Context: an optimization exercise on an open-source flow, tuned for small area and a short achievable clock period. The choices shown serve that exercise and are no tape-out recipe.
At most, simulation tests tie the RTL to the original design; equivalence was not proved.
No activity file was given, so power comes from the tool's default toggle rates.

before:
==> flow/design.v (excerpt) <==
module System(RESET, CLK, ENCRYPTED, PASSWD_INIT, FLAG, FOUND, TXD);
Size: about 74 flip-flops, ~85 I/O pins.
export LEC_CHECK = 0
export CAP_MARGIN = 20
export CORE_MARGIN = 2
export CORE_UTILIZATION = 60
export SLEW_MARGIN = 20
create_clock -name core_clock -period 17.0 [get_ports {CLK}]
standard.sh (not shown) runs the stock make flow with config.mk's settings and CLKGATE_MAP_FILE= SYNTH_SCRIPT=/design/flow/synth_recipe.tcl, a recipe that flattens the netlist after the stock synthesis.
==> flow/flow/run.sh <==
#!/bin/bash
export BUFFER_PORTS_ARGS="-buffer_cell sky130_fd_sc_hd__buf_2"
bash standard.sh SETUP_SLACK_MARGIN=11.6 finish > standard.log 2>&1
before: done, clean on timing, DRC and antenna
Changes in after relative to before:
==> flow/flow/run.sh <==
#!/bin/bash
export BUFFER_PORTS_ARGS="-buffer_cell sky130_fd_sc_hd__buf_2"
bash standard.sh ADDER_MAP_FILE= SETUP_SLACK_MARGIN=12.3 finish > standard.log 2>&1
[summary]
Compared to before, after has maximum frequency from static timing analysis 0.90% lower. The final-stage net count of after is higher than that of before. The die area of after is higher than that of before. Routed length per instance in after is 1.4 um higher than in before. before vs after, combinational family with the most area after synthesis: adder cells vs simple AND/OR/NAND/NOR gates.

---

onyx:
Another version of the RTL of System (not shown whole).
Size in the first run: about 580 cells after synthesis, ~74 flip-flops, roughly 85 I/O pins, roughly 5400 sq um of cells after synthesis.
Settings: LEC_CHECK=0, CAP_MARGIN=20, CORE_MARGIN=2, CORE_UTILIZATION=60, SLEW_MARGIN=20; clock period 17.0 ns.
==> flow/flow/run.sh <==
#!/bin/bash
export BUFFER_PORTS_ARGS="-buffer_cell sky130_fd_sc_hd__buf_2"
bash standard.sh SETUP_SLACK_MARGIN=12.3 finish > standard.log 2>&1
onyx: no failed stages, no open violations at the end
The following lists how maple was set up differently from onyx:
diff --git a/flow/config.mk b/flow/config.mk
--- a/flow/config.mk
+++ b/flow/config.mk
@@ -10 +10 @@
-export CORE_UTILIZATION = 60
+export CORE_UTILIZATION = 40
### Flow results
Fmax: maple below onyx. Against onyx as the reference, maple delivers a higher die boundary width. [maple] total global routing track utilization fell 8.1 points relative to onyx.
No run of this note included a check of the RTL's function; only the layout flow was run.

---

raven:
Another version of the RTL of System (not shown whole).
Size in the first run: roughly 500 cells after synthesis, roughly 72 flip-flops, roughly 85 I/O pins, roughly 4900 um^2 of cells after synthesis.
// System
module System(RESET, CLK, ENCRYPTED, PASSWD_INIT, FLAG, FOUND, TXD);
==> flow/config.mk <==
export PLATFORM = sky130hd
export DESIGN_NAME = System
export DESIGN_NICKNAME = System
export VERILOG_FILES = /design/flow/design.v
export SDC_FILE = /design/flow/constraint.sdc
export NUM_CORES = 4
export LEC_CHECK = 0
export CAP_MARGIN = 20
export CORE_MARGIN = 2
export CORE_UTILIZATION = 70
export SLEW_MARGIN = 20
==> flow/constraint.sdc <==
create_clock -name core_clock -period 17.0 [get_ports {CLK}]
set_input_delay 3.4000 -clock core_clock [delete_from_list [all_inputs] [get_ports {CLK}]]
set_output_delay 3.4000 -clock core_clock [all_outputs]
set_load 0.01 [all_outputs]
==> flow/flow/run.sh <==
#!/bin/bash
export BUFFER_PORTS_ARGS="-buffer_cell sky130_fd_sc_hd__buf_1"
bash standard.sh SETUP_SLACK_MARGIN=11.7 finish > standard.log 2>&1
raven | status: complete | timing, DRC, antenna: pass
The following lists how tundra was set up differently from raven:
==> flow/flow/run.sh <==
#!/bin/bash
export BUFFER_PORTS_ARGS="-buffer_cell sky130_fd_sc_hd__buf_1"
bash standard.sh SETUP_SLACK_MARGIN=11.5 finish > standard.log 2>&1
--- outcome ---
- Area growth from synthesis to final layout, raven and tundra: larger value in raven
- [tundra vs raven] shortest period the worst path allows: higher in tundra
- Comparing raven and tundra, the lower transition time of the tightest slew-check pin is on raven.
- Per the comparison of tundra with raven, part of the power in the clock network rose 1.5 points; HPWL after detailed placement rose about 1.4%; wire length of the first global-routing pass fell about 1.6%; clock power rose about 3%; global-route usage fell 1.0 points.
- Looking at post-route worst hold slack across raven and tundra, the one that comes out higher is raven.
- Routed wire length down about 6% in tundra wrt raven
The following lists how zinc was set up differently from tundra:
==> flow/flow/run.sh <==
#!/bin/bash
export BUFFER_PORTS_ARGS="-buffer_cell sky130_fd_sc_hd__buf_1"
bash standard.sh SETUP_SLACK_MARGIN=11.6 finish > standard.log 2>&1
-- flow/config.mk --
<<< tundra, line 9
export CORE_MARGIN = 2
export CORE_UTILIZATION = 70
export SLEW_MARGIN = 20
>>> zinc, line 9
export CORE_MARGIN = 2
export CORE_UTILIZATION = 80
export SLEW_MARGIN = 20
Of zinc and tundra, only zinc fails to reach the end of the flow.
zinc is listed as incomplete: the tool reported an error in global routing and the run ended there.
Synthesized area: zinc vs tundra identical
zinc against tundra: detailed placement HPWL increased about 8%, final RePlAce weighted congestion increased about 4%, post-CTS resize count increased 18, initial core utilization increased 11 points.
Between zinc and tundra, number of placed cells counting well taps is higher for tundra, zinc comes in under that.
Reported for zinc and tundra, mean area per synthesized cell turned out identical to the last digit.
Sort zinc and tundra by horizontal die dimension, ascending, and zinc comes first.
Delta (zinc minus tundra): multiplexer area fraction after synthesis now sits at about the same level; count of standard-cell rows decreased 6.7%; placement-stage cell area went down by 0.36%.

==> static timing again, ports no longer ideal <==
Ports are ideal in the flow. The routed layouts listed here were re-timed in OpenROAD. Step 1 sets driving cells, clkbuf_16 on the clock port and buf_2 on the other inputs (assumed; they add their load-dependent delay and slew). Step 2 adds t to the input delays and takes it off the output delays; t is the mean of the earliest and latest rising clock arrival at the registers after step 1. Input paths then give back, and output paths get back, about the clock's delay inside the block. Slacks: ideal / step 1 / step 2; pairs: ideal / step 1.
| run | shift t [ns] | slack for setup (ns) | worst setup path at the end | worst slew at a driven data input, ns |
|---|---|---|---|---|
| before | 0.371 | 11.627 / 11.607 / 11.235 | input to register | 0.05 |
| after | 0.401 | 11.578 / 11.565 / 11.163 | input to register | 0.06 |
| onyx | 0.377 | 11.621 / 11.595 / 11.218 | input to register | 0.07 |
| maple | 0.369 | 11.485 / 11.470 / 11.100 | input to register | 0.07 |
| raven | 0.384 | 11.638 / 11.618 / 11.234 | input to register | 0.07 |
| tundra | 0.384 | 11.553 / 11.559 / 11.175 | input to register | 0.04 |
After both steps setup and hold are still met in every run listed. For after, which loses most, drivers alone change the setup slack by -0.013 ns; drivers and shift together by -0.415 ns.
